Context: an optimization exercise on an open-source flow, tuned for small area, a short achievable clock period and few clock cycles. The choices shown serve that exercise and are no tape-out recipe. RTL that was checked went through simulation tests only; none was proved equivalent to the original. The RTL of runs 1 to 3 was laid out without a check of its function.

==> flow/design.v <==
module quantize (
    input  logic        clk,
    input  logic [22:0] acc,
    input  logic [3:0]  cp,
    output logic [7:0]  quantized_data
);
    logic [22:0] acc_q;
    logic [3:0]  cp_q;
    always_ff @(posedge clk) begin
        acc_q <= acc;
        cp_q  <= cp;
    end
    logic [22:0] v;
    logic        s, uni, c;
    logic [6:0]  w;
    assign v[4:0]  = acc_q[4:0];
    assign v[22:5] = acc_q[22:5] + {5'd0, cp_q[3], 3'd0, cp_q[2], 3'd0, cp_q[1], 3'd0, cp_q[0]};
    assign s    = v[22];
    assign uni  = (v[22:10] == 13'h0000) || (v[22:10] == 13'h1fff);
    assign w    = v[9:3];
    assign c    = s ? (v[2] & (v[1] | v[0])) : v[2];
    always_comb begin
        if (!uni)         quantized_data = s ? 8'h80 : 8'h7f;
        else if (s)       quantized_data = {1'b1, w} + {7'd0, c};
        else if (&w && c) quantized_data = 8'h7f;
        else              quantized_data = {1'b0, w} + {7'd0, c};
    end
endmodule
module shift_register #(
    parameter LEN = 1,
    parameter W   = 8
) (
    input  logic         clk,
    input  logic [W-1:0] din,
    output logic [W-1:0] dout
);
    logic [W-1:0] sr [0:LEN-1];
    always_ff @(posedge clk) begin
        sr[0] <= din;
        for (int i = 1; i < LEN; i++) sr[i] <= sr[i-1];
    end
    assign dout = sr[LEN-1];
endmodule
module shift_array (
    input  logic             clk,
    input  logic [31:0]      a_in,       
    input  logic [7:0]       b0_in,      
    input  logic [3:1][7:0]  b_in,       
    output logic [3:0][31:0] a_col,      
    output logic [3:0][11:0] bd_col      
);
    function automatic logic [11:0] booth_enc(input logic [7:0] b);
        logic [3:0] one, two, neg;
        logic bm1, b0, b1;
        for (int k = 0; k < 4; k++) begin
            bm1 = (k == 0) ? 1'b0 : b[2*k-1];
            b0  = b[2*k];
            b1  = b[2*k+1];
            one[k] = b0 ^ bm1;
            two[k] = (b1 & ~b0 & ~bm1) | (~b1 & b0 & bm1);
            neg[k] = b1;
        end
        booth_enc = {neg, two, one};
    endfunction
    assign a_col[0] = a_in;
    always_ff @(posedge clk) begin
        bd_col[0] <= booth_enc(b0_in);
    end
    generate
        for (genvar m = 1; m < 4; m++) begin : g_col
            shift_register #(.LEN(1), .W(32)) u_a (
                .clk(clk), .din(a_col[m-1]), .dout(a_col[m]));
            logic [7:0] b_pre;
            if (m == 1) begin : g_direct
                assign b_pre = b_in[m];
            end else begin : g_delay
                shift_register #(.LEN(m-1), .W(8)) u_b (
                    .clk(clk), .din(b_in[m]), .dout(b_pre));
            end
            always_ff @(posedge clk) begin
                bd_col[m] <= booth_enc(b_pre);
            end
        end
    endgenerate
endmodule
module mac_pe (
    input  logic        clk,
    input  logic        first,
    input  logic [7:0]  a,
    input  logic [3:0]  one, two, neg,   
    output logic [22:0] acc,
    output logic [3:0]  cpend    
);
    logic pp1;
    logic pp2;
    logic pp3;
    logic pp4;
    logic pp5;
    logic pp6;
    logic pp7;
    logic pp8;
    logic pp9;
    logic ns10;
    logic pp11;
    logic pp12;
    logic pp13;
    logic pp14;
    logic pp15;
    logic pp16;
    logic pp17;
    logic pp18;
    logic pp19;
    logic ns20;
    logic pp21;
    logic pp22;
    logic pp23;
    logic pp24;
    logic pp25;
    logic pp26;
    logic pp27;
    logic pp28;
    logic pp29;
    logic ns30;
    logic pp31;
    logic pp32;
    logic pp33;
    logic pp34;
    logic pp35;
    logic pp36;
    logic pp37;
    logic pp38;
    logic pp39;
    logic ns40;
    logic g41;
    logic g42;
    logic g43;
    logic g44;
    logic g45;
    logic g46;
    logic g47;
    logic g48;
    logic g49;
    logic g50;
    logic g51;
    logic g52;
    logic g53;
    logic g54;
    logic g55;
    logic g56;
    logic g57;
    logic g58;
    logic g59;
    logic g60;
    logic g61;
    logic g62;
    logic g63;
    logic g64;
    logic g65;
    logic g66;
    logic g67;
    logic s68;
    logic c69;
    logic s70;
    logic c71;
    logic s72;
    logic c73;
    logic s74;
    logic c75;
    logic s76;
    logic c77;
    logic s78;
    logic c79;
    logic s80;
    logic c81;
    logic s82;
    logic c83;
    logic s84;
    logic c85;
    logic s86;
    logic c87;
    logic s88;
    logic c89;
    logic s90;
    logic s91;
    logic c92;
    logic s93;
    logic c94;
    logic s95;
    logic c96;
    logic s97;
    logic c98;
    logic s99;
    logic c100;
    logic s101;
    logic c102;
    logic s103;
    logic c104;
    logic s105;
    logic c106;
    logic s107;
    logic c108;
    logic s109;
    logic c110;
    logic s111;
    logic c112;
    logic s113;
    logic c114;
    logic s115;
    logic c116;
    logic s117;
    logic c118;
    logic s119;
    logic c120;
    logic s121;
    logic c122;
    logic s123;
    logic c124;
    logic s125;
    logic c126;
    logic s127;
    logic c128;
    logic s129;
    logic c130;
    logic s131;
    logic c132;
    logic s133;
    logic c134;
    logic s135;
    logic c136;
    logic s137;
    logic c138;
    logic s139;
    logic c140;
    logic s141;
    logic c142;
    logic s143;
    logic c144;
    logic s145;
    logic s146;
    logic s147;
    logic c148;
    logic s149;
    logic s150;
    logic s151;
    logic s152;
    logic s153;
    assign pp1 = ((one[0] & a[0])) ^ neg[0];
    assign pp2 = ((one[0] & a[1]) | (two[0] & a[0])) ^ neg[0];
    assign pp3 = ((one[0] & a[2]) | (two[0] & a[1])) ^ neg[0];
    assign pp4 = ((one[0] & a[3]) | (two[0] & a[2])) ^ neg[0];
    assign pp5 = ((one[0] & a[4]) | (two[0] & a[3])) ^ neg[0];
    assign pp6 = ((one[0] & a[5]) | (two[0] & a[4])) ^ neg[0];
    assign pp7 = ((one[0] & a[6]) | (two[0] & a[5])) ^ neg[0];
    assign pp8 = ((one[0] & a[7]) | (two[0] & a[6])) ^ neg[0];
    assign pp9 = ((one[0] & a[7]) | (two[0] & a[7])) ^ neg[0];
    assign ns10 = ~pp9;
    assign pp11 = ((one[1] & a[0])) ^ neg[1];
    assign pp12 = ((one[1] & a[1]) | (two[1] & a[0])) ^ neg[1];
    assign pp13 = ((one[1] & a[2]) | (two[1] & a[1])) ^ neg[1];
    assign pp14 = ((one[1] & a[3]) | (two[1] & a[2])) ^ neg[1];
    assign pp15 = ((one[1] & a[4]) | (two[1] & a[3])) ^ neg[1];
    assign pp16 = ((one[1] & a[5]) | (two[1] & a[4])) ^ neg[1];
    assign pp17 = ((one[1] & a[6]) | (two[1] & a[5])) ^ neg[1];
    assign pp18 = ((one[1] & a[7]) | (two[1] & a[6])) ^ neg[1];
    assign pp19 = ((one[1] & a[7]) | (two[1] & a[7])) ^ neg[1];
    assign ns20 = ~pp19;
    assign pp21 = ((one[2] & a[0])) ^ neg[2];
    assign pp22 = ((one[2] & a[1]) | (two[2] & a[0])) ^ neg[2];
    assign pp23 = ((one[2] & a[2]) | (two[2] & a[1])) ^ neg[2];
    assign pp24 = ((one[2] & a[3]) | (two[2] & a[2])) ^ neg[2];
    assign pp25 = ((one[2] & a[4]) | (two[2] & a[3])) ^ neg[2];
    assign pp26 = ((one[2] & a[5]) | (two[2] & a[4])) ^ neg[2];
    assign pp27 = ((one[2] & a[6]) | (two[2] & a[5])) ^ neg[2];
    assign pp28 = ((one[2] & a[7]) | (two[2] & a[6])) ^ neg[2];
    assign pp29 = ((one[2] & a[7]) | (two[2] & a[7])) ^ neg[2];
    assign ns30 = ~pp29;
    assign pp31 = ((one[3] & a[0])) ^ neg[3];
    assign pp32 = ((one[3] & a[1]) | (two[3] & a[0])) ^ neg[3];
    assign pp33 = ((one[3] & a[2]) | (two[3] & a[1])) ^ neg[3];
    assign pp34 = ((one[3] & a[3]) | (two[3] & a[2])) ^ neg[3];
    assign pp35 = ((one[3] & a[4]) | (two[3] & a[3])) ^ neg[3];
    assign pp36 = ((one[3] & a[5]) | (two[3] & a[4])) ^ neg[3];
    assign pp37 = ((one[3] & a[6]) | (two[3] & a[5])) ^ neg[3];
    assign pp38 = ((one[3] & a[7]) | (two[3] & a[6])) ^ neg[3];
    assign pp39 = ((one[3] & a[7]) | (two[3] & a[7])) ^ neg[3];
    assign ns40 = ~pp39;
    assign g41 = acc[0] & ~first;
    assign g42 = acc[1] & ~first;
    assign g43 = acc[2] & ~first;
    assign g44 = acc[3] & ~first;
    assign g45 = acc[4] & ~first;
    assign g46 = acc[5] & ~first;
    assign g47 = acc[6] & ~first;
    assign g48 = acc[7] & ~first;
    assign g49 = acc[8] & ~first;
    assign g50 = acc[9] & ~first;
    assign g51 = acc[10] & ~first;
    assign g52 = acc[11] & ~first;
    assign g53 = acc[12] & ~first;
    assign g54 = acc[13] & ~first;
    assign g55 = acc[14] & ~first;
    assign g56 = acc[15] & ~first;
    assign g57 = acc[16] & ~first;
    assign g58 = acc[17] & ~first;
    assign g59 = acc[18] & ~first;
    assign g60 = acc[19] & ~first;
    assign g61 = acc[20] & ~first;
    assign g62 = acc[21] & ~first;
    assign g63 = acc[22] & ~first;
    assign g64 = cpend[0] & ~first;
    assign g65 = cpend[1] & ~first;
    assign g66 = cpend[2] & ~first;
    assign g67 = cpend[3] & ~first;
    assign s68 = neg[2] ^ pp5;
    assign c69 = neg[2] & pp5;
    assign s70 = pp6 ^ pp14 ^ pp22;
    assign c71 = (pp6 & pp14) | (pp6 & pp22) | (pp14 & pp22);
    assign s72 = neg[3] ^ pp7 ^ pp15;
    assign c73 = (neg[3] & pp7) | (neg[3] & pp15) | (pp7 & pp15);
    assign s74 = pp23 ^ pp31;
    assign c75 = pp23 & pp31;
    assign s76 = pp8 ^ pp16 ^ pp24;
    assign c77 = (pp8 & pp16) | (pp8 & pp24) | (pp16 & pp24);
    assign s78 = pp32 ^ g48;
    assign c79 = pp32 & g48;
    assign s80 = ~(pp17 ^ pp25);
    assign c81 = pp17 | pp25;
    assign s82 = pp33 ^ ns10 ^ g49;
    assign c83 = (pp33 & ns10) | (pp33 & g49) | (ns10 & g49);
    assign s84 = ~(pp18 ^ pp26);
    assign c85 = pp18 | pp26;
    assign s86 = pp34 ^ g50 ^ g65;
    assign c87 = (pp34 & g50) | (pp34 & g65) | (g50 & g65);
    assign s88 = pp27 ^ pp35 ^ ns20;
    assign c89 = (pp27 & pp35) | (pp27 & ns20) | (pp35 & ns20);
    assign s90 = ~pp28;
    assign s91 = neg[1] ^ pp3;
    assign c92 = neg[1] & pp3;
    assign s93 = pp4 ^ pp12;
    assign c94 = pp4 & pp12;
    assign s95 = pp13 ^ pp21 ^ s68;
    assign c96 = (pp13 & pp21) | (pp13 & s68) | (pp21 & s68);
    assign s97 = c69 ^ s70 ^ g46;
    assign c98 = (c69 & s70) | (c69 & g46) | (s70 & g46);
    assign s99 = s74 ^ c71 ^ s72;
    assign c100 = (s74 & c71) | (s74 & s72) | (c71 & s72);
    assign s101 = c75 ^ c73 ^ s76;
    assign c102 = (c75 & c73) | (c75 & s76) | (c73 & s76);
    assign s103 = c77 ^ s80 ^ c79;
    assign c104 = (c77 & s80) | (c77 & c79) | (s80 & c79);
    assign s105 = c81 ^ s84 ^ c83;
    assign c106 = (c81 & s84) | (c81 & c83) | (s84 & c83);
    assign s107 = c85 ^ g51 ^ s88;
    assign c108 = (c85 & g51) | (c85 & s88) | (g51 & s88);
    assign s109 = pp36 ^ s90 ^ g52;
    assign c110 = (pp36 & s90) | (pp36 & g52) | (s90 & g52);
    assign s111 = pp37 ^ pp28 ^ ns30;
    assign c112 = (pp37 & pp28) | (pp37 & ns30) | (pp28 & ns30);
    assign s113 = ~(pp38 ^ g54);
    assign c114 = pp38 | g54;
    assign s115 = neg[0] ^ pp1;
    assign c116 = neg[0] & pp1;
    assign s117 = pp2 ^ g42;
    assign c118 = pp2 & g42;
    assign s119 = pp11 ^ s91 ^ g43;
    assign c120 = (pp11 & s91) | (pp11 & g43) | (s91 & g43);
    assign s121 = c92 ^ s93 ^ g44;
    assign c122 = (c92 & s93) | (c92 & g44) | (s93 & g44);
    assign s123 = c94 ^ g45 ^ s95;
    assign c124 = (c94 & g45) | (c94 & s95) | (g45 & s95);
    assign s125 = g64 ^ c96 ^ s97;
    assign c126 = (g64 & c96) | (g64 & s97) | (c96 & s97);
    assign s127 = g47 ^ c98 ^ s99;
    assign c128 = (g47 & c98) | (g47 & s99) | (c98 & s99);
    assign s129 = s78 ^ c100 ^ s101;
    assign c130 = (s78 & c100) | (s78 & s101) | (c100 & s101);
    assign s131 = c102 ^ s82 ^ s103;
    assign c132 = (c102 & s82) | (c102 & s103) | (s82 & s103);
    assign s133 = s86 ^ c104 ^ s105;
    assign c134 = (s86 & c104) | (s86 & s105) | (c104 & s105);
    assign s135 = c87 ^ s107 ^ c106;
    assign c136 = (c87 & s107) | (c87 & c106) | (s107 & c106);
    assign s137 = c89 ^ s109 ^ c108;
    assign c138 = (c89 & s109) | (c89 & c108) | (s109 & c108);
    assign s139 = g53 ^ s111 ^ c110;
    assign c140 = (g53 & s111) | (g53 & c110) | (s111 & c110);
    assign s141 = g66 ^ c112 ^ s113;
    assign c142 = (g66 & c112) | (g66 & s113) | (c112 & s113);
    assign s143 = ns40 ^ g55 ^ c114;
    assign c144 = (ns40 & g55) | (ns40 & c114) | (g55 & c114);
    assign s145 = ~g56;
    assign s146 = ~g57;
    assign s147 = ~(g58 ^ g67);
    assign c148 = g58 | g67;
    assign s149 = ~g59;
    assign s150 = ~g60;
    assign s151 = ~g61;
    assign s152 = ~g62;
    assign s153 = ~g63;
    logic [22:0] r0, r1;
    assign r0 = {g62, g61, g60, g59, c148, g57, g56, c144, c142, c140, c138, c136, c134, c132, c130, c128, c126, c124, c122, c120, c118, c116, s115};
    assign r1 = {s153, s152, s151, s150, s149, s147, s146, s145, s143, s141, s139, s137, s135, s133, s131, s129, s127, s125, s123, s121, s119, s117, g41};
    always_ff @(posedge clk) begin
        {cpend[0], acc[4:0]} <= {1'b0, r0[4:0]} + {1'b0, r1[4:0]};
        {cpend[1], acc[8:5]} <= {1'b0, r0[8:5]} + {1'b0, r1[8:5]};
        {cpend[2], acc[12:9]} <= {1'b0, r0[12:9]} + {1'b0, r1[12:9]};
        {cpend[3], acc[16:13]} <= {1'b0, r0[16:13]} + {1'b0, r1[16:13]};
        acc[22:17] <= r0[22:17] + r1[22:17];
    end
endmodule
module systolic_NxN_cfg (
    input  logic             clk,
    input  logic [3:0][31:0] a_col,
    input  logic [3:0][11:0] bd_col,    
    input  logic [3:0]       first,     
    output logic [3:0][3:0][22:0] psum,  
    output logic [3:0][3:0][3:0]  cpend  
);
    generate
        for (genvar m = 0; m < 4; m++) begin : g_m
            for (genvar x = 0; x < 4; x++) begin : g_x
                mac_pe u_pe (
                    .clk(clk), .first(first[m]), .a(a_col[m][8*x +: 8]),
                    .one(bd_col[m][3:0]), .two(bd_col[m][7:4]), .neg(bd_col[m][11:8]),
                    .acc(psum[m][x]), .cpend(cpend[m][x]));
            end
        end
    endgenerate
endmodule
module SA_with_shift_cfg (
    input  logic        clk,
    input  logic        rst_n,
    input  logic        start_all,
    input  logic [7:0]  k_param,
    input  logic        out_mode,
    input  logic [7:0]  row_shape,
    input  logic [7:0]  col_shape,
    output logic        done_all,
    output logic        ren_n,
    output logic [12:0] raddr_row,
    input  logic [31:0] rdata_row,
    output logic [12:0] raddr_col,
    input  logic [31:0] rdata_col,
    output logic        wen_n,
    output logic [12:0] waddr,
    output logic [31:0] data_out
);
    logic        busy;
    logic [7:0]  cnt;         
    logic [7:0]  inner;       
    logic [7:0]  outer;       
    logic [12:0] base_a;      
    logic        ren_q;       
    logic        ren_nq;      
    logic        first_q;     
    logic [12:0] ra_row, ra_col;
    logic        mode;
    logic [7:0]  kq, n_outer, n_inner, slot_m1;
    logic go;    
    always_ff @(posedge clk or negedge rst_n) begin
        if (!rst_n) go <= 1'b0;
        else        go <= start_all && !busy && !go;
    end
    always_ff @(posedge clk) begin
        if (!busy && !go) begin
            mode    <= out_mode;
            kq      <= k_param;
            n_outer <= out_mode ? col_shape : row_shape;
            n_inner <= out_mode ? row_shape : col_shape;
            slot_m1 <= (k_param < 8'd4) ? 8'd3 : k_param - 8'd1;
        end
    end
    logic end_blk, inner_last, last_blk, job_last;
    assign end_blk    = busy && (cnt == 8'd0);
    assign inner_last = (inner == 8'd0);
    assign job_last   = end_blk && inner_last && (outer == 8'd0);
    assign last_blk   = end_blk;
    logic [12:0] ra_a, ra_b, na_a, na_b;
    assign ra_a = mode ? ra_col : ra_row;
    assign ra_b = mode ? ra_row : ra_col;
    always_comb begin
        na_a = ra_a;
        na_b = ra_b;
        if (ren_q) begin
            na_a = ra_a + 13'd1;
            na_b = ra_b + 13'd1;
            if (end_blk) begin
                if (inner_last) na_b = 13'd0;
                else            na_a = base_a;
            end
        end
    end
    logic       busy_n;
    logic [7:0] cnt_n;
    always_comb begin
        busy_n = busy;
        cnt_n  = cnt - 8'd1;
        if (!busy) begin
            busy_n = go;
            cnt_n  = slot_m1;
        end else if (cnt == 8'd0) begin
            busy_n = !job_last;
            cnt_n  = slot_m1;
        end
    end
    always_ff @(posedge clk or negedge rst_n) begin
        if (!rst_n) begin
            busy    <= 1'b0;
            cnt     <= 8'd0;
            inner   <= 8'd0;
            outer   <= 8'd0;
            base_a  <= 13'd0;
            ren_q   <= 1'b0;
            ren_nq  <= 1'b1;
            first_q <= 1'b0;
            ra_row  <= 13'd0;
            ra_col  <= 13'd0;
        end else begin
            busy    <= busy_n;
            cnt     <= cnt_n;
            ren_q   <= busy_n && (cnt_n < kq);
            ren_nq  <= !(busy_n && (cnt_n < kq));
            first_q <= busy_n && (cnt_n == kq - 8'd1);
            if (!busy) begin
                inner  <= n_inner - 8'd1;
                outer  <= n_outer - 8'd1;
                base_a <= 13'd0;
                ra_row <= 13'd0;
                ra_col <= 13'd0;
            end else begin
                if (end_blk) begin
                    if (inner_last) begin
                        inner  <= n_inner - 8'd1;
                        outer  <= outer - 8'd1;
                        base_a <= ra_a + 13'd1;
                    end else begin
                        inner  <= inner - 8'd1;
                    end
                end
                ra_row <= mode ? na_b : na_a;
                ra_col <= mode ? na_a : na_b;
            end
        end
    end
    assign ren_n     = ren_nq;
    assign raddr_row = ra_row;
    assign raddr_col = ra_col;
    logic [7:0] p_val, p_first, p_last, p_job;
    always_ff @(posedge clk or negedge rst_n) begin
        if (!rst_n) begin
            p_val   <= '0;
            p_first <= '0;
            p_last  <= '0;
            p_job   <= '0;
        end else begin
            p_val   <= {p_val[6:0],   ren_q};
            p_first <= {p_first[6:0], ren_q && first_q};
            p_last  <= {p_last[6:0],  last_blk};
            p_job   <= {p_job[6:0],   job_last};
        end
    end
    logic [31:0]     a_word, b_word;
    logic [31:0]     a_reg;
    logic [3:1][7:0] b_reg;
    assign a_word = mode ? rdata_col : rdata_row;
    assign b_word = mode ? rdata_row : rdata_col;
    always_ff @(posedge clk) begin
        a_reg <= p_val[0] ? a_word : 32'd0;
        b_reg <= b_word[31:8];
    end
    logic [3:0][31:0] a_col;
    logic [3:0][11:0] bd_col;
    shift_array u_skew (
        .clk(clk), .a_in(a_reg), .b0_in(b_word[7:0]), .b_in(b_reg),
        .a_col(a_col), .bd_col(bd_col));
    logic [3:0][3:0][22:0] psum;
    logic [3:0][3:0][3:0]  cpend;
    systolic_NxN_cfg u_array (
        .clk(clk), .a_col(a_col), .bd_col(bd_col),
        .first(p_first[4:1]), .psum(psum), .cpend(cpend));
    logic [3:0] wr;
    assign wr = p_last[5:2];
    logic [3:0][22:0] sel_acc;
    logic [3:0][3:0]  sel_cp;
    always_comb begin
        for (int x = 0; x < 4; x++) begin
            sel_acc[x] = '0;
            sel_cp[x]  = 4'd0;
            for (int m = 0; m < 4; m++)
                if (wr[m]) begin
                    sel_acc[x] = psum[m][x];
                    sel_cp[x]  = cpend[m][x];
                end
        end
    end
    logic [3:0][7:0] q;
    generate
        for (genvar x = 0; x < 4; x++) begin : g_q
            quantize u_q (.clk(clk), .acc(sel_acc[x]), .cp(sel_cp[x]), .quantized_data(q[x]));
        end
    endgenerate
    logic        wr_d;
    logic [31:0] dout_q;
    logic        wen_nq, done_q;
    logic [12:0] waddr_q;
    always_ff @(posedge clk) begin
        dout_q <= q;
    end
    always_ff @(posedge clk or negedge rst_n) begin
        if (!rst_n) begin
            wr_d    <= 1'b0;
            wen_nq  <= 1'b1;
            done_q  <= 1'b0;
            waddr_q <= 13'h1fff;
        end else begin
            wr_d   <= |wr;
            wen_nq <= !wr_d;
            done_q <= p_job[6];
            if (go)        waddr_q <= 13'h1fff;
            else if (wr_d) waddr_q <= waddr_q + 13'd1;
        end
    end
    assign data_out = dout_q;
    assign wen_n    = wen_nq;
    assign waddr    = waddr_q;
    assign done_all = done_q;
endmodule
module sa_accel (
    input  logic        clk,
    input  logic        rst_n,
    input  logic        start_all,
    input  logic [7:0]  k_param,
    input  logic        out_mode,
    input  logic [7:0]  row_shape,
    input  logic [7:0]  col_shape,
    output logic        done_all,
    output logic        ren_n,
    output logic [12:0] raddr_row,
    input  logic [31:0] rdata_row,
    output logic [12:0] raddr_col,
    input  logic [31:0] rdata_col,
    output logic        wen_n,
    output logic [12:0] waddr,
    output logic [31:0] data_out
);
SA_with_shift_cfg u_SA (
    .clk(clk), .rst_n(rst_n),
    .start_all(start_all), .k_param(k_param), .out_mode(out_mode),
    .row_shape(row_shape), .col_shape(col_shape), .done_all(done_all),
    .ren_n(ren_n), .raddr_row(raddr_row), .rdata_row(rdata_row),
    .raddr_col(raddr_col), .rdata_col(rdata_col),
    .wen_n(wen_n), .waddr(waddr), .data_out(data_out)
);
endmodule
==> flow/flow/run.sh <==
#!/bin/bash
set -euo pipefail
bash standard.sh SETUP_SLACK_MARGIN=7 "BUFFER_PORTS_ARGS=-buffer_cell sky130_fd_sc_hd__buf_4" finish > standard.log 2>&1
==> flow/standard.sh <==
#!/bin/bash
# synth_recipe.tcl (not shown) runs the flow's synth.tcl, then flattens the netlist and writes it again
# the make line also repeats each setting of config.mk as NAME=value (left out here)
make -C /OpenROAD-flow-scripts/flow DESIGN_CONFIG=/design/flow/config.mk WORK_HOME=/design/flow/orfs CLKGATE_MAP_FILE= SYNTH_SCRIPT=/design/flow/synth_recipe.tcl "${@:-finish}"
==> flow/config.mk <==
export PLATFORM = sky130hd
export DESIGN_NAME = sa_accel
export DESIGN_NICKNAME = sa_accel
export VERILOG_FILES = /design/flow/design.v
export SDC_FILE = /design/flow/constraint.sdc
export NUM_CORES = 4
export LEC_CHECK = 0
export CAP_MARGIN = 20
export CORE_MARGIN = 2
export CORE_UTILIZATION = 40
export SLEW_MARGIN = 20
==> flow/constraint.sdc <==
create_clock -name core_clock -period 11.0 [get_ports {clk}]
set_input_delay 2.2000 -clock core_clock [delete_from_list [all_inputs] [get_ports {clk}]]
set_output_delay 2.2000 -clock core_clock [all_outputs]
set_load 0.01 [all_outputs]
==> metrics.cfg, run 1 <==
[run_status]
outcome = timing/DRC/antenna clean

[grt]
grt_overflow = 0
grt_pass1_vias = 50400
grt_antenna_before_repair = 5
grt_max_degree = 101
grt_pass1_wl_microns = 283000
gr-usage-all-layers_pct = 20.1

[clocking]
clock_path_buffers = 3
cts_setup_buffers = 0
worstSkewPairLatency_ns = 0.78
htree_levels = 3
cts_hold_buf = 0
cts.sinks = 932
clockRootBuffer = clkbuf_16
path_clk_slew_ns = 0.07
cts_tree = yes
cts_buffers = 110

[yosys]
synth_edf_count = 33
synth_top_cells_by_count = inv_1 (908), dfxtp_1 (796), xnor2_1 (629), ha_1 (569), fa_1 (528)
ys_seq_elements = 932
syn_area_sq_um = 69300
yosysTopAreaCell = dfxtp_1
yosysMostFrequentCell = inv_1
synth_nets = 8687
syn_area_per_cell_sq_um = 9.25
ys_warn_count = 10
yosysTopAreaCellShare_pct = 23.0
synthFlopType = dfxtp_1
seq_area_frac_synth_pct = 28.2
ys_top_cells_by_area = dfxtp_1 (23%), fa_1 (15%), ha_1 (10%)
synth_cell_type_count = 89
netlist_instances = 7498
synthArstFlopShare_pct = 11.1

[routing]
met2_length_microns = 76000
ant_nets = 0
drt-wirelength-per-cell_microns = 18.1
num_vias = 50500
via_per_inst = 5.16
first_pass_iters = 6
wl_met1_microns = 85900
routed.top_layer = met4
drc = 0
drt-initial-drc-count = 3439
wl_microns = 177000
wl_met3_microns = 11200

[hold_path]
hp-class = flop to flop

[die]
start_util_pct = 40.3
die_w_microns = 420
io-pin-count = 166
dieArea_sq_um = 177000
dieHeight_microns = 420
num_rows = 152
coreArea_sq_um = 172000

[place]
gp_congestion = 0.853
port_buffers = 165
numPlacedInstances = 9565
place_hpwl_microns = 131000

[cells_and_area]
utilization_pct = 44.2
reg_top3 = u_SA.u_array.g_m.g_x.u_pe.acc: 368 flops, u_SA.u_skew.g_col.u_a.sr: 96 flops, u_SA.g_q.u_q.acc_q: 92 flops
final_nets = 8556
area_growth_pct = 9.69
drive_above_1_share_pct = 7.15
regMostFlops = u_SA.u_array.g_m.g_x.u_pe.acc
largest_register_ff_count = 368
final_cells = 9775

[timing]
hold_viol_final = 0
slew_headroom_pct = 25.2
setup_violations = 0
min_period_over_period_pct = 34.5
fin_crit_ns = 3.80
final.setup_skew_ns = 0.0697
rsz0062_at_grt = no
maxSlewViolCount = 0
fmax_ghz = 0.263
tns_ns = 0
tightest_slew_ns = 1.12

[worst_setup_path]
startpoint_type = flop
critPathKind = flop to flop
cp-end-kind = flop
cp_max_fo = 21
crit_arrival_ns = 4.50
cp_data_required_time_ns = 11.71

[job]
maxCapViolCount = 0

[path summary, 6_finish.rpt]
kind / to / start / cells past startpoint / slack (ns)
max in group asynchronous: u_SA.p_first[2] / rst_n / 2 / 8.17
worst min-delay path: u_SA.u_skew.g_col[3].g_delay.u_b.sr[0][4] / u_SA.b_reg[20] / 0 / 0.33
worst max register to register: u_SA.u_array.g_m[0].g_x[3].u_pe.acc[8] / u_SA.u_skew.bd_col[11] / 12 / 7.20
worst max-delay path: u_SA.u_array.g_m[0].g_x[3].u_pe.acc[8] / u_SA.u_skew.bd_col[11] / 12 / 7.20
worst min register to register: u_SA.u_skew.g_col[3].g_delay.u_b.sr[0][4] / u_SA.b_reg[20] / 0 / 0.33
min in group asynchronous: u_SA.outer[6] / rst_n / 1 / 1.50
[stage by stage]
step | worst slack, ns | area [sq um] | hold WS (ns)
finish | 7.20 | 76100 | 0.325
global route | 7.01 | 76100 | 0.333
CTS | 7.02 | 76000 | 0.326
detailed placement | 6.86 | 72100 | 0.312
global placement | 6.88 | 72100 | 0.313
floorplan | 7.05 | 69300 | 0.310
[layout make-up]
class | count | area [sq um]
diodes | 1 | 2.50
clock buffers | 148 | 3070
clock inverters | 61 | 821
fillers | 16600 | 95900
inverters | 913 | 3430
multi-input cells | 5177 | 44500
flip-flops and latches | 932 | 19600
well taps | 2310 | 2890
repair buffers | 233 | 1790
[layer usage]
layer,up-vias,GRT usage [%]
li1,24200,-
met1,24700,29.6
met2,1303,30.2
met3,220,3.72
met4,0,4.35
met5,-,0
[cells in the final DEF, fill, tap and decap left out, types with 10 or more instances in the layout]
| cell | Yosys | layout |
|---|---|---|
| mux2i_1 | 67 | 67 |
| inv_1 | 908 | 908 |
| bufinv_16 | 0 | 14 |
| o21bai_1 | 21 | 21 |
| dfrtp_1 | 88 | 80 |
| nor3_1 | 33 | 33 |
| nand2b_1 | 358 | 358 |
| and2_1 | 20 | 20 |
| nor4_1 | 15 | 15 |
| and3_1 | 19 | 19 |
| edfxtp_1 | 33 | 33 |
| a22o_1 | 10 | 10 |
| a22oi_1 | 458 | 458 |
| clkbuf_1 | 315 | 21 |
| buf_4 | 4 | 226 |
| o21ai_1 | 31 | 31 |
| clkinv_2 | 0 | 16 |
| nand4_1 | 20 | 20 |
| mux2_2 | 57 | 57 |
| fa_1 | 528 | 528 |
| ha_1 | 569 | 569 |
| nand3b_1 | 21 | 21 |
| dfstp_2 | 15 | 15 |
| nor2_1 | 328 | 327 |
| o21ai_0 | 294 | 294 |
| a31oi_1 | 10 | 10 |
| a21oi_1 | 405 | 405 |
| clkbuf_8 | 0 | 17 |
| dfxtp_2 | 0 | 12 |
| clkinv_4 | 0 | 10 |
| and4_1 | 13 | 13 |
| dfxtp_1 | 796 | 784 |
| xnor2_1 | 629 | 628 |
| clkbuf_16 | 0 | 110 |
| nand3_1 | 51 | 51 |
| nand2_1 | 377 | 377 |
| nor2b_1 | 262 | 262 |
| xor2_1 | 296 | 295 |
| a21o_1 | 126 | 126 |
[critical path: stages, from the launching register on]
cell and delay (ns):
dfxtp_1 0.31, buf_4 0.40, inv_2 0.43, fa_1 0.61, inv_1 0.05, fa_1 0.47
inv_1 0.05, fa_1 0.53, inv_1 0.07, ha_1 0.30, a21o_1 0.18, a21oi_1 0.20
xnor2_1 0.14
[logic make-up after synthesis]
| group | count (synthesis) | share of synthesized area, % |
|---|---|---|
| xor gates and xnor gates | 925 | 11.7 |
| adders and majority gates | 1097 | 25.5 |
| AOI/OAI and AO/OA | 1461 | 13.4 |
| buffers and inverters | 1389 | 7.70 |
| and+or+nand+nor | 1569 | 11.7 |
| muxes | 125 | 1.91 |
| DFF | 932 | 28.2 |
[repair_timing]
action                     4_1_cts  5_1_grt
setup endpoints to repair        7       33
gates cloned                     0        0
hold endpoints to repair         0        0
resized for setup                2       17
==> inputs of run 2 (changes only) <==
--- a/flow/config.mk
+++ b/flow/config.mk
@@ -10,2 +10,4 @@
 export CORE_UTILIZATION = 40
+export CTS_CLUSTER_DIAMETER = 100
+export CTS_CLUSTER_SIZE = 24
 export SLEW_MARGIN = 20
==> metrics.cfg, run 2 <==
[timing]
hold_viol_final = 0
slew_headroom_pct = 26.2
final.setup_skew_ns = 0.0455
setup_violations = 0
maxSlewViolCount = 0
fin_crit_ns = 3.82
tns_ns = 0
min_period_over_period_pct = 34.7
rsz0062_at_grt = no
tightest_slew_ns = 1.11
fmax_ghz = 0.262

[die]
dieArea_sq_um = 177000
io-pin-count = 166
die_w_microns = 420
num_rows = 152
coreArea_sq_um = 172000
dieHeight_microns = 420
start_util_pct = 40.3

[routing]
via_per_inst = 5.18
drt-initial-drc-count = 3488
num_vias = 50000
wl_microns = 175000
ant_nets = 0
drc = 0
drt-wirelength-per-cell_microns = 18.1
first_pass_iters = 6

[yosys]
syn_area_per_cell_sq_um = 9.25
seq_area_frac_synth_pct = 28.2
yosysTopAreaCellShare_pct = 23.0
syn_area_sq_um = 69300
yosysTopAreaCell = dfxtp_1
synth_top_cells_by_count = inv_1 (908), dfxtp_1 (796), xnor2_1 (629), ha_1 (569), fa_1 (528)
ys_top_cells_by_area = dfxtp_1 (23%), fa_1 (15%), ha_1 (10%)
yosysMostFrequentCell = inv_1
synth_nets = 8687
netlist_instances = 7498
ys_seq_elements = 932
synthArstFlopShare_pct = 11.1
synth_edf_count = 33
synthFlopType = dfxtp_1
synth_cell_type_count = 89
ys_warn_count = 10

[cells_and_area]
utilization_pct = 43.0
final_nets = 8497
drive_above_1_share_pct = 5.78
largest_register_ff_count = 368
area_growth_pct = 6.52
regMostFlops = u_SA.u_array.g_m.g_x.u_pe.acc
final_common_cell = inv_1
final_cell_area_sq_um = 73900
nFillCells = 16800
reg_top3 = u_SA.u_array.g_m.g_x.u_pe.acc: 368 flops, u_SA.u_skew.g_col.u_a.sr: 96 flops, u_SA.g_q.u_q.acc_q: 92 flops
final_cell_mix = inv_1 (908), dfxtp_1 (784), xnor2_1 (628), ha_1 (569), fa_1 (528)

[hold_path]
hp-class = flop to flop
hold_path_end = u_SA.u_skew.g_col[3].g_delay.u_b.sr[0][4]
whs_path_depth = 0
hold_start = u_SA.b_reg[20]

[place]
port_buffers = 165
place_hpwl_microns = 131000
placed_cell_area_sq_um = 72100
gp_congestion = 0.853

[clocking]
cts_buffers = 51
cts.sinks = 932
path_clk_slew_ns = 0.10
clock_path_buffers = 3
cts_tree = yes
clockRootBuffer = clkbuf_16
worstSkewPairLatency_ns = 0.70
htree_levels = 2

[grt]
grt_pass1_wl_microns = 280000
grt_overflow = 0
grt_pass1_vias = 49700
gr-usage-all-layers_pct = 19.8
grt_antenna_before_repair = 5
grt_max_degree = 101

[worst_setup_path]
startpoint_type = flop
cp_data_required_time_ns = 11.64
crit_chain = buf_4 > inv_2 > fa_1 > inv_1 > fa_1 > inv_1 > fa_1 > inv_1 > ha_1 > a21o_1 > a21oi_1 > xnor2_1
cp_max_fo = 21
ff2ff_path_depth = 12
reg2reg_from = u_SA.u_skew.bd_col[11]
slowest_stage = fa_1
r2r_slack_ns = 7.18
cpPeakStageDelay_ns = 0.61
critPathKind = flop to flop
reg2reg_to = u_SA.u_array.g_m[0].g_x[3].u_pe.acc[8]
crit_arrival_ns = 4.45
critical-path-top-delay-family = adder cells
crit_buf_inv = 5
cp-end-kind = flop

[job]
maxCapViolCount = 0

[run_status]
outcome = timing/DRC/antenna clean

## run 2: cell counts after synthesis
Identical to the previous run, type by type.
## run 2: how the worst max path moves through the flow
stage                                 startpoint                                       end  slack, ns  cells past startpoint
after floorplan           u_SA.u_skew.bd_col[20]  u_SA.u_array.g_m[1].g_x[3].u_pe.cpend[1]       7.05                     12
after global placement           u_SA.p_first[3]  u_SA.u_array.g_m[2].g_x[0].u_pe.cpend[2]       6.88                     14
after detailed placement         u_SA.p_first[3]  u_SA.u_array.g_m[2].g_x[0].u_pe.cpend[2]       6.86                     14
after CTS                        u_SA.p_first[2]  u_SA.u_array.g_m[1].g_x[0].u_pe.cpend[2]       7.00                     13
after global routing             u_SA.p_first[3]  u_SA.u_array.g_m[2].g_x[0].u_pe.cpend[2]       7.00                     14
final                     u_SA.u_skew.bd_col[11]    u_SA.u_array.g_m[0].g_x[3].u_pe.acc[8]       7.18                     12
## run 2: routing by layer
layer  global-route usage, %  share of wire [%]
met1                    29.8                 50
met2                    30.0                 43
met3                    2.66                5.7
met4                    3.78                1.7
met5                       0                  0
## run 2: stage by stage
| stage | hold slack, ns | std cells | worst slack (ns) |
|---|---|---|---|
| floorplan | 0.310 | 7498 | 7.05 |
| global placement | 0.313 | 9565 | 6.88 |
| detailed placement | 0.312 | 9565 | 6.86 |
| CTS | 0.321 | 9651 | 7.00 |
| global route | 0.337 | 9651 | 7.00 |
| finish | 0.320 | 9652 | 7.18 |
## run 2: cells by family (layout without fill, tap and decap cells)
| logic type | Yosys count | count (layout) | share of synthesized area (%) |
|---|---|---|---|
| other cells | 0 | 1 | 0 |
| compound gates | 1461 | 1461 | 13.4 |
| flops | 932 | 932 | 28.2 |
| mux | 125 | 125 | 1.91 |
| xor+xnor | 925 | 925 | 11.7 |
| fa+ha+maj | 1097 | 1097 | 25.5 |
| buf+inv | 1389 | 1232 | 7.70 |
| simple gates | 1569 | 1569 | 11.7 |
## run 2: repair_timing
item / CTS / global route
setup endpoints to repair: 7 / 35
buffers inserted: 0 / 0
hold buffers: 0 / 0
pin swaps: 0 / 0
resized for setup: 2 / 20
## run 2: area by class of cell
class / instances / area, sq um / share of cell area (%)
Multi-Input combinational cell: 5177 / 44500 / 60.2
Sequential cell: 932 / 19600 / 26.5
Inverter: 913 / 3430 / 4.65
Tap cell: 2310 / 2890 / 3.91
Timing Repair Buffer: 233 / 1790 / 2.43
Clock buffer: 66 / 1370 / 1.86
Clock inverter: 20 / 310 / 0.420
Antenna cell: 1 / 2.50 / 0.00339
==> inputs of run 3 (changes only) <==
==> flow/flow/run.sh (replaced) <==
#!/bin/bash
set -euo pipefail
bash standard.sh SETUP_SLACK_MARGIN=7.5 "BUFFER_PORTS_ARGS=-buffer_cell sky130_fd_sc_hd__buf_4" finish > standard.log 2>&1
--- a/flow/config.mk
+++ b/flow/config.mk
@@ -10,4 +10,2 @@
 export CORE_UTILIZATION = 40
-export CTS_CLUSTER_DIAMETER = 100
-export CTS_CLUSTER_SIZE = 24
 export SLEW_MARGIN = 20
==> metrics.cfg, run 3 <==
[worst_setup_path]
critPathKind = flop to primary output
startpoint_type = flop
reg2reg_from = u_SA.u_skew.bd_col[18]
cp-end-kind = primary output
cp_data_required_time_ns = 8.80
cp_max_fo = 4
crit_chain = buf_6
r2r_slack_ns = 7.52
reg2reg_to = u_SA.u_array.g_m[1].g_x[3].u_pe.cpend[1]
slowest_stage = dfstp_2
worstSetupPathDepth = 1
ff2ff_path_depth = 12
crit_arrival_ns = 1.42
critPathCapture = waddr[4]
cpPeakStageDelay_ns = 0.56
cp-startpoint = u_SA.waddr_q[4]
critical-path-top-delay-family = flip-flops
crit_buf_inv = 1

[routing]
drt-initial-drc-count = 3889
drc = 0
first_pass_iters = 6
ant_nets = 0
num_vias = 51600
wl_microns = 191000
via_per_inst = 5.21
drt-wirelength-per-cell_microns = 19.3

[clocking]
clockRootBuffer = clkbuf_16
worstSkewPairLatency_ns = 0.77
htree_levels = 3
cts_buffers = 107
cts_tree = yes
path_clk_slew_ns = 0.06
cts.sinks = 932
cts_hold_buf = 0
clock_path_buffers = 3

[yosys]
yosys.area_share.simple_pct = 11.7
seq_area_frac_synth_pct = 28.2
synthAdderAreaFrac_pct = 25.5
synth_cell_type_count = 89
yosysTopAreaCell = dfxtp_1
synthFlopType = dfxtp_1
synth_nets = 8687
synth_top_cells_by_count = inv_1 (908), dfxtp_1 (796), xnor2_1 (629), ha_1 (569), fa_1 (528)
synthMuxAreaShare_pct = 1.91
synth_top_family_by_area = adder cells
synth_compound_area_share_pct = 13.4
synth_edf_count = 33
ys_seq_elements = 932
syn_area_sq_um = 69300
ys_top_cells_by_area = dfxtp_1 (23%), fa_1 (15%), ha_1 (10%)
yosysTopAreaCellShare_pct = 23.0
netlist_instances = 7498
ys_warn_count = 10
synth_xor_area_share_pct = 11.7
yosysMostFrequentCell = inv_1
syn_area_per_cell_sq_um = 9.25
synthArstFlopShare_pct = 11.1

[timing]
final.setup_skew_ns = 0.0526
tightest_slew_ns = 1.04
fmax_ghz = 0.276
setup_slack_ns = 7.38
setup_violations = 0
slew_headroom_pct = 30.3
tns_ns = 0
maxSlewViolCount = 0
rsz0062_at_grt = yes
fin_crit_ns = 3.62
hold_viol_final = 0
min_period_over_period_pct = 32.9

[die]
dieArea_sq_um = 177000
die_w_microns = 420
io-pin-count = 166
dieHeight_microns = 420
num_rows = 152
coreArea_sq_um = 172000
start_util_pct = 40.3

[hold_path]
whs_path_depth = 0
hp-class = flop to flop

[place]
place_hpwl_microns = 131000
pre_cts_slack_ns = 6.88
numPlacedInstances = 9565
port_buffers = 165
gp_congestion = 0.858

[grt]
grt_pass1_wl_microns = 285000
gr-usage-all-layers_pct = 20.3
grt_antenna_before_repair = 11
grt_max_degree = 90
grt_pass1_vias = 50700
grt_overflow = 0

[cells_and_area]
drive_above_1_share_pct = 13.1
final_nets = 8691
final_cell_mix = inv_1 (903), dfxtp_1 (655), xnor2_1 (613), ha_1 (558), fa_1 (489)
largest_register_ff_count = 368
utilization_pct = 46.3
area_growth_pct = 14.9
regMostFlops = u_SA.u_array.g_m.g_x.u_pe.acc
reg_top3 = u_SA.u_array.g_m.g_x.u_pe.acc: 368 flops, u_SA.u_skew.g_col.u_a.sr: 96 flops, u_SA.g_q.u_q.acc_q: 92 flops
final_cells = 9903
final_common_cell = inv_1

[run_status]
outcome = timing/DRC/antenna clean

[job]
maxCapViolCount = 0

[run 3: cell counts after synthesis]
No cell type changed its count.
[run 3: worst min path at each step]
stage / start / end
global route: u_SA.b_reg[17] / u_SA.u_skew.g_col[3].g_delay.u_b.sr[0][1]
detailed placement: u_SA.b_reg[18] / u_SA.u_skew.g_col[3].g_delay.u_b.sr[0][2]
floorplan: u_SA.b_reg[8] / u_SA.u_skew.g_col[2].g_delay.u_b.sr[0][0]
finish: u_SA.b_reg[8] / u_SA.u_skew.g_col[2].g_delay.u_b.sr[0][0]
global placement: u_SA.b_reg[16] / u_SA.u_skew.g_col[3].g_delay.u_b.sr[0][0]
CTS: u_SA.b_reg[18] / u_SA.u_skew.g_col[3].g_delay.u_b.sr[0][2]
[run 3: routing by layer]
| metal | vias up | part of all wire, % | global-route usage [%] |
|---|---|---|---|
| li1 | 24500 | - | - |
| met1 | 25400 | 46 | 30.2 |
| met3 | 242 | 6.3 | 3.21 |
| met4 | 0 | 2.2 | 4.22 |
| met2 | 1486 | 45 | 30.7 |
| met5 | - | 0 | 0 |
[run 3: cells by family (layout without fill, tap and decap cells)]
group | count (synthesis) | in the layout
xor gates and xnor gates | 925 | 925
AOI/OAI and AO/OA | 1461 | 1461
buffers and inverters | 1389 | 1481
DFF | 932 | 932
other | 0 | 3
adders and majority gates | 1097 | 1097
muxes | 125 | 125
and+or+nand+nor | 1569 | 1569
[run 3: final cells by class]
class	count	area, sq um
Antenna cell	3	7.51
Fill cell	16200	92300
Inverter	913	3450
Clock buffer	147	3050
Sequential cell	932	19800
Clock inverter	50	612
Tap cell	2310	2890
Timing Repair Buffer	371	4400
Multi-Input combinational cell	5177	45400
[run 3: metrics by stage]
step	instance area [sq um]	hold slack, ns
after CTS	76900	0.328
after floorplan	69400	0.310
after global routing	79600	0.330
final	79600	0.328
after detailed placement	72100	0.313
after global placement	72100	0.312
[run 3: what timing repair did]
action,CTS,global route
resized for setup,210,417
pin swaps,1,71
setup endpoints to repair,243,180
buffers inserted,39,63
gates cloned,3,33
==> inputs of run 4 (changes only) <==
--- a/flow/design.v
+++ b/flow/design.v
@@ -508,36 +508,31 @@
             busy    <= 1'b0;
-            cnt     <= 8'd0;
-            inner   <= 8'd0;
-            outer   <= 8'd0;
-            base_a  <= 13'd0;
             ren_q   <= 1'b0;
-            ren_nq  <= 1'b1;
             first_q <= 1'b0;
-            ra_row  <= 13'd0;
-            ra_col  <= 13'd0;
         end else begin
             busy    <= busy_n;
-            cnt     <= cnt_n;
             ren_q   <= busy_n && (cnt_n < kq);
-            ren_nq  <= !(busy_n && (cnt_n < kq));
             first_q <= busy_n && (cnt_n == kq - 8'd1);
-            if (!busy) begin
-                inner  <= n_inner - 8'd1;
-                outer  <= n_outer - 8'd1;
-                base_a <= 13'd0;
-                ra_row <= 13'd0;
-                ra_col <= 13'd0;
-            end else begin
-                if (end_blk) begin
-                    if (inner_last) begin
-                        inner  <= n_inner - 8'd1;
-                        outer  <= outer - 8'd1;
-                        base_a <= ra_a + 13'd1;
-                    end else begin
-                        inner  <= inner - 8'd1;
-                    end
+        end
+    end
+    always_ff @(posedge clk) begin
+        cnt     <= cnt_n;
+        ren_nq  <= !(busy_n && (cnt_n < kq));
+        if (!busy) begin
+            inner  <= n_inner - 8'd1;
+            outer  <= n_outer - 8'd1;
+            base_a <= 13'd0;
+            ra_row <= 13'd0;
+            ra_col <= 13'd0;
+        end else begin
+            if (end_blk) begin
+                if (inner_last) begin
+                    inner  <= n_inner - 8'd1;
+                    outer  <= outer - 8'd1;
+                    base_a <= ra_a + 13'd1;
+                end else begin
+                    inner  <= inner - 8'd1;
                 end
-                ra_row <= mode ? na_b : na_a;
-                ra_col <= mode ? na_a : na_b;
             end
+            ra_row <= mode ? na_b : na_a;
+            ra_col <= mode ? na_a : na_b;
         end
@@ -607,16 +602,10 @@
         dout_q <= q;
+        wen_nq <= !wr_d;
+        done_q <= p_job[6];
+        if (go)        waddr_q <= 13'h1fff;
+        else if (wr_d) waddr_q <= waddr_q + 13'd1;
     end
     always_ff @(posedge clk or negedge rst_n) begin
-        if (!rst_n) begin
-            wr_d    <= 1'b0;
-            wen_nq  <= 1'b1;
-            done_q  <= 1'b0;
-            waddr_q <= 13'h1fff;
-        end else begin
-            wr_d   <= |wr;
-            wen_nq <= !wr_d;
-            done_q <= p_job[6];
-            if (go)        waddr_q <= 13'h1fff;
-            else if (wr_d) waddr_q <= waddr_q + 13'd1;
-        end
+        if (!rst_n) wr_d <= 1'b0;
+        else        wr_d <= |wr;
     end
==> flow/flow/run.sh (replaced) <==
#!/bin/bash
set -euo pipefail
bash standard.sh SETUP_SLACK_MARGIN=${MARGIN:-7.8} SYNTH_ARGS=-noabc \
  "BUFFER_PORTS_ARGS=-buffer_cell sky130_fd_sc_hd__buf_4" finish > standard.log 2>&1
--- a/flow/config.mk
+++ b/flow/config.mk
@@ -10,2 +10,4 @@
 export CORE_UTILIZATION = 40
+export CTS_CLUSTER_DIAMETER = 100
+export CTS_CLUSTER_SIZE = 24
 export SLEW_MARGIN = 20
==> metrics.cfg, run 4 <==
[worst_setup_path]
cp_data_required_time_ns = 11.60
crit_arrival_ns = 4.09
cp_max_fo = 8
cp-end-kind = flop
startpoint_type = flop
critPathKind = flop to flop

[place]
port_buffers = 165
numPlacedInstances = 8786
place_hpwl_microns = 126000
gp_congestion = 0.853

[cells_and_area]
final_cell_mix = dfxtp_1 (627), xnor2_1 (551), ha_1 (523), inv_1 (507), fa_1 (399)
area_growth_pct = 19.8
final_cells = 9191
final_common_cell = dfxtp_1
utilization_pct = 48.1
regMostFlops = u_SA.u_array.g_m.g_x.u_pe.acc
multi_input_area_sq_um = 46800
largest_register_ff_count = 368
seq_area_sq_um = 19700
nFillCells = 15200
final_nets = 8166
drive_above_1_share_pct = 22.1
reg_top3 = u_SA.u_array.g_m.g_x.u_pe.acc: 368 flops, u_SA.u_skew.g_col.u_a.sr: 96 flops, u_SA.g_q.u_q.acc_q: 92 flops

[die]
start_util_pct = 40.1
dieArea_sq_um = 170000
num_rows = 150
io-pin-count = 166
dieHeight_microns = 413
die_w_microns = 413
coreArea_sq_um = 167000

[routing]
first_pass_iters = 6
drc = 0
ant_nets = 0
num_vias = 50700
drt-wirelength-per-cell_microns = 23.1
via_per_inst = 5.52
drt-initial-drc-count = 4185
wl_microns = 212000

[grt]
use_met3_pct = 3.15
grt_pass1_vias = 50000
gr-usage-all-layers_pct = 23.3
grt_overflow = 0
grt_max_degree = 109
use_met1_pct = 32.3
grt_antenna_before_repair = 9
grt.busiest_layer = met2
met2_usage_pct = 37.1
grt_pass1_wl_microns = 307000

[yosys]
synth_cell_type_count = 87
seq_area_frac_synth_pct = 28.8
syn_area_sq_um = 66900
syn_area_per_cell_sq_um = 9.82
netlist_instances = 6811
ys_seq_elements = 932
synth_nets = 8020
synthFlopType = dfxtp_1
yosysTopAreaCellShare_pct = 25.7
ys_top_cells_by_area = dfxtp_1 (26%), fa_1 (16%), ha_1 (11%)
ys_warn_count = 10
synth_top_cells_by_count = dfxtp_1 (859), xnor2_1 (605), ha_1 (589), a22oi_1 (565), fa_1 (528)
synth_edf_count = 49
yosysMostFrequentCell = dfxtp_1
yosysTopAreaCell = dfxtp_1
synthArstFlopShare_pct = 2.58

[clocking]
cts_buffers = 50
worstSkewPairLatency_ns = 0.71
cts.sinks = 932
cts_tree = yes
clockRootBuffer = clkbuf_16
htree_levels = 2
path_clk_slew_ns = 0.11
cts_hold_buf = 0
clock_path_buffers = 3

[timing]
tns_ns = 0
fin_crit_ns = 3.49
slew_headroom_pct = 34.0
final.setup_skew_ns = 0.0352
hold_viol_final = 0
setup_violations = 0
tightest_slew_ns = 0.990
fmax_ghz = 0.287
rsz0062_at_grt = yes
maxSlewViolCount = 0
min_period_over_period_pct = 31.7

[run_status]
outcome = timing/DRC/antenna clean

[hold_path]
hp-class = flop to flop

[job]
maxCapViolCount = 0

==> run 4: changes by cell type in the layout (fill, tap and decap cells not counted), moves of 60 or more <==
cell	change
clkbuf_16	-60
nand2_1	-99
dfxtp_2	+68
a21oi_1	-128
buf_4	+68
nor2_1	-118
o21ai_0	-61
fa_2	+90
inv_1	-396
nand2b_1	-121
fa_1	-90
xnor2_1	-62
a22oi_2	+139
a21o_1	+91
==> run 4: worst paths after layout <==
| path | endpoint | from | slack (ns) | depth (start not counted) |
|---|---|---|---|---|
| setup reg to reg | u_SA.u_array.g_m[0].g_x[3].u_pe.cpend[2] | u_SA.u_skew.bd_col[5] | 7.51 | 12 |
| max in group asynchronous | u_SA.p_first[2] | rst_n | 9.23 | 1 |
| hold reg to reg | u_SA.u_skew.g_col[3].g_delay.u_b.sr[1][0] | u_SA.u_skew.g_col[3].g_delay.u_b.sr[0][0] | 0.33 | 0 |
| min in group asynchronous | u_SA.p_last[3] | rst_n | 1.42 | 1 |
| hold / removal | u_SA.u_skew.g_col[3].g_delay.u_b.sr[1][0] | u_SA.u_skew.g_col[3].g_delay.u_b.sr[0][0] | 0.33 | 0 |
| setup / recovery | u_SA.u_array.g_m[0].g_x[3].u_pe.cpend[2] | u_SA.u_skew.bd_col[5] | 7.51 | 12 |
==> run 4: kinds of logic after synthesis <==
logic type | count (synthesis) | synth area share, %
AOI/OAI and AO/OA | 1480 | 14.7
and+or+nand+nor | 1252 | 9.88
adders and majority gates | 1117 | 26.8
buffers and inverters | 987 | 5.78
DFF | 932 | 28.8
xor gates and xnor gates | 926 | 12.1
muxes | 117 | 1.84
==> run 4: final cells by class <==
class                      instances  area share [%]
inverter                         524            2.46
multi-input combinational       4892            58.4
clock buffer                      65            1.79
sequential                       932            24.6
timing repair buffer             557            9.13
clock inverter                    16           0.214
antenna                            1         0.00312
tap                             2204            3.44
==> run 4: layer usage <==
metal	wire length, microns	share of wire, %
met5	47	0.022
met4	10700	5.0
met3	14100	6.6
met2	95700	45
met1	91500	43
==> run 4: what timing repair did <==
item / CTS / global route
pin swaps: 173 / 369
endpoints found under the setup margin: 381 / 284
gates resized for setup: 627 / 402
setup buffers: 145 / 95
endpoints found under the hold margin: 0 / 0
cloned: 54 / 29
==> run 4: worst max-delay path: stages (launching register included) <==
cell     delay (ns)
dfxtp_4        0.41
buf_12         0.17
buf_4          0.15
a22oi_2        0.18
xor2_1         0.22
ha_1           0.29
fa_1           0.52
inv_1          0.07
fa_1           0.51
ha_4           0.19
fa_2           0.35
a21o_1         0.19
a21o_1         0.15
==> run 4: stage by stage <==
stage               worst slack, ns  hold slack [ns]  instance area (sq um)
floorplan                      7.71            0.310                  69200
global placement               6.52            0.313                  70500
detailed placement             6.41            0.312                  70500
CTS                            7.57            0.334                  76900
global route                   7.46            0.340                  80100
finish                         7.51            0.334                  80100
Testbench counts of run 4, summed over its fixed seeds: cycles 206,522.
==> inputs of run 5 (changes only) <==
==> flow/flow/run.sh (replaced) <==
#!/bin/bash
set -euo pipefail
bash standard.sh SETUP_SLACK_MARGIN=${MARGIN:-7.5} SYNTH_ARGS=-noabc \
  "BUFFER_PORTS_ARGS=-buffer_cell sky130_fd_sc_hd__buf_4" finish > standard.log 2>&1
==> metrics.cfg, run 5 <==
[place]
gp_congestion = 0.847
port_buffers = 165
place_hpwl_microns = 128000

[timing]
setup_violations = 0
slew_headroom_pct = 34.3
rsz0062_at_grt = yes
tns_ns = 0
min_period_over_period_pct = 31.8
fmax_ghz = 0.286
final.setup_skew_ns = 0.0643
fin_crit_ns = 3.50
maxSlewViolCount = 0
tightest_slew_ns = 0.986
hold_viol_final = 0

[cells_and_area]
reg_top3 = u_SA.u_array.g_m.g_x.u_pe.acc: 368 flops, u_SA.u_skew.g_col.u_a.sr: 96 flops, u_SA.g_q.u_q.acc_q: 92 flops
regMostFlops = u_SA.u_array.g_m.g_x.u_pe.acc
nFillCells = 15600
drive_above_1_share_pct = 14.2
final_common_cell = dfxtp_1
area_growth_pct = 13.3
seq_area_sq_um = 19600
diodes = 0
final_cell_mix = dfxtp_1 (685), xnor2_1 (585), ha_1 (556), inv_1 (518), fa_1 (462)
multi_input_area_sq_um = 45000
largest_register_ff_count = 368
final_nets = 7979

[clocking]
cts_buffers = 48
cts.sinks = 932
clock_path_buffers = 3
worstSkewPairLatency_ns = 0.71
clockRootBuffer = clkbuf_16
path_clk_slew_ns = 0.10
cts_tree = yes
htree_levels = 2

[worst_setup_path]
cp_data_required_time_ns = 11.59
critical-path-top-delay-family = adder cells
slowest_stage = fa_1
cpMostUsedCell = fa_2
ff2ff_path_depth = 12
crit_buf_inv = 3
reg2reg_to = u_SA.u_array.g_m[1].g_x[1].u_pe.cpend[2]
r2r_slack_ns = 7.50
startpoint_type = flop
cpPeakStageDelay_ns = 0.47
cp-end-kind = flop
crit_chain = buf_12 > buf_16 > buf_4 > a22oi_2 > xnor2_1 > fa_1 > fa_2 > fa_2 > ha_2 > fa_2 > a21o_1 > a21o_1
cp_max_fo = 7
reg2reg_from = u_SA.u_skew.bd_col[18]
critPathKind = flop to flop
crit_arrival_ns = 4.09

[yosys]
synth_top_cells_by_count = dfxtp_1 (859), xnor2_1 (605), ha_1 (589), a22oi_1 (565), fa_1 (528)
netlist_instances = 6811
syn_area_sq_um = 66900
yosysTopAreaCell = dfxtp_1
syn_area_per_cell_sq_um = 9.82
synthFlopType = dfxtp_1
ys_top_cells_by_area = dfxtp_1 (26%), fa_1 (16%), ha_1 (11%)
synth_nets = 8020
synth_edf_count = 49
ys_seq_elements = 932
yosysMostFrequentCell = dfxtp_1
yosysTopAreaCellShare_pct = 25.7
seq_area_frac_synth_pct = 28.8
ys_warn_count = 10
synthArstFlopShare_pct = 2.58
synth_cell_type_count = 87

[routing]
drt-wirelength-per-cell_microns = 22.1
num_vias = 49500
via_per_inst = 5.50
drt-initial-drc-count = 4051
ant_nets = 0
first_pass_iters = 6
wl_microns = 199000
drc = 0

[grt]
grt_pass1_wl_microns = 297000
grt_pass1_vias = 49500
grt_overflow = 0
grt_antenna_before_repair = 5
gr-usage-all-layers_pct = 22.4
grt_max_degree = 175

[job]
maxCapViolCount = 0

[die]
start_util_pct = 40.1
coreArea_sq_um = 167000
num_rows = 150
dieArea_sq_um = 170000
io-pin-count = 166
dieHeight_microns = 413
die_w_microns = 413

[hold_path]
whs_path_depth = 0
hold_start = u_SA.b_reg[12]
hold_path_end = u_SA.u_skew.g_col[2].g_delay.u_b.sr[0][4]
hp-class = flop to flop

[run_status]
outcome = timing/DRC/antenna clean

run 5: cell counts after synthesis:
No cell type changed its count.
run 5: cell families after synthesis:
group | count (synthesis) | share of synthesized area (%)
compound gates | 1480 | 14.7
xor+xnor | 926 | 12.1
fa+ha+maj | 1117 | 26.8
buf+inv | 987 | 5.78
flops | 932 | 28.8
mux | 117 | 1.84
simple gates | 1252 | 9.88
run 5: what timing repair did:
| action | 4_1_cts | 5_1_grt |
|---|---|---|
| gates resized for setup | 372 | 299 |
| pin swaps | 38 | 190 |
| setup buffers | 45 | 45 |
| hold endpoints to repair | 0 | 0 |
| hold buffers | 0 | 0 |
| cloned | 37 | 14 |
| setup endpoints to repair | 183 | 96 |
run 5: per-layer routing:
layer / up-vias / global-route usage (%) / share of wire [%]
li1: 22800 / - / -
met1: 24800 / 30.9 / 44
met2: 1596 / 36.3 / 46
met3: 318 / 3.08 / 6.1
met4: 0 / 6.73 / 3.5
met5: - / 0 / 0
run 5: final cells by class:
| type | instances | area share [%] |
|---|---|---|
| multi-input combinational | 4892 | 59.4 |
| sequential | 932 | 25.9 |
| timing repair buffer | 371 | 6.42 |
| tap | 2204 | 3.64 |
| inverter | 524 | 2.60 |
| clock buffer | 59 | 1.72 |
| clock inverter | 15 | 0.311 |
| timing repair inverter | 1 | 0.00661 |
run 5: through the flow:
| stage | util, % | worst slack, ns | cells | hold slack [ns] | cell area (sq um) |
|---|---|---|---|---|---|
| 4_1_cts | 44.3 | 7.46 | 8939 | 0.333 | 73900 |
| 6_report | 45.5 | 7.50 | 8998 | 0.331 | 75800 |
| 5_1_grt | 45.5 | 7.26 | 8998 | 0.340 | 75800 |
| 3_3_place_gp | 41.7 | 6.93 | 8783 | 0.313 | 69500 |
| 3_5_place_dp | 41.7 | 6.88 | 8783 | 0.312 | 69500 |
| 2_1_floorplan | - | 7.44 | 6811 | 0.310 | 67200 |
run 5: worst max-delay path by stage:
stage | from | to | slack, ns | depth (start not counted)
2_1_floorplan | u_SA.u_skew.bd_col[12] | u_SA.u_array.g_m[1].g_x[0].u_pe.cpend[1] | 7.44 | 11
3_3_place_gp | u_SA.p_first[4] | u_SA.u_array.g_m[3].g_x[3].u_pe.cpend[2] | 6.93 | 10
3_5_place_dp | u_SA.p_first[1] | u_SA.u_array.g_m[0].g_x[0].u_pe.cpend[2] | 6.88 | 10
4_1_cts | u_SA.a_reg[6] | u_SA.u_array.g_m[0].g_x[0].u_pe.cpend[2] | 7.46 | 9
5_1_grt | u_SA.g_q[2].u_q.acc_q[9] | u_SA.dout_q[22] | 7.26 | 16
6_report | u_SA.u_skew.bd_col[18] | u_SA.u_array.g_m[1].g_x[1].u_pe.cpend[2] | 7.50 | 12

==> afterwards: timing with drivers on the ports <==
The results above use ideal ports. As a check the final layouts listed here were re-extracted and re-timed, cells and wires unchanged.
Step 1 sets driving cells, clkbuf_16 on the clock port and buf_2 on the other inputs (assumed; they add their load-dependent delay and slew).
Step 2 moves the port delays by t, midway between the first and last clock arrival at a register: inputs arrive t later, outputs are due t later. That takes back most of the time a late clock gives input paths.
Slacks: no drivers / after step 1 / after step 2; pairs: no drivers / after step 1.
run | shift t [ns] | slack for setup (ns) | hold WS [ns] | worst setup path at the end | pins driven straight from the clock port
run 1 | 0.828 | 7.202 / 7.202 / 7.202 | 0.325 / 0.325 / 0.325 | register to register | 1
run 2 | 0.768 | 7.184 / 7.184 / 7.184 | 0.320 / 0.320 / 0.320 | register to register | 1
run 3 | 0.822 | 7.378 / 7.297 / 7.241 | 0.328 / 0.328 / 0.328 | input to register | 1
run 4 | 0.771 | 7.514 / 7.514 / 7.413 | 0.334 / 0.334 / 0.334 | input to register | 1
run 5 | 0.760 | 7.500 / 7.453 / 7.314 | 0.331 / 0.331 / 0.331 | input to register | 1
After both steps setup and hold are still met in every run listed. For run 5, which loses most, drivers alone change the setup slack by -0.047 ns; drivers and shift together by -0.186 ns.
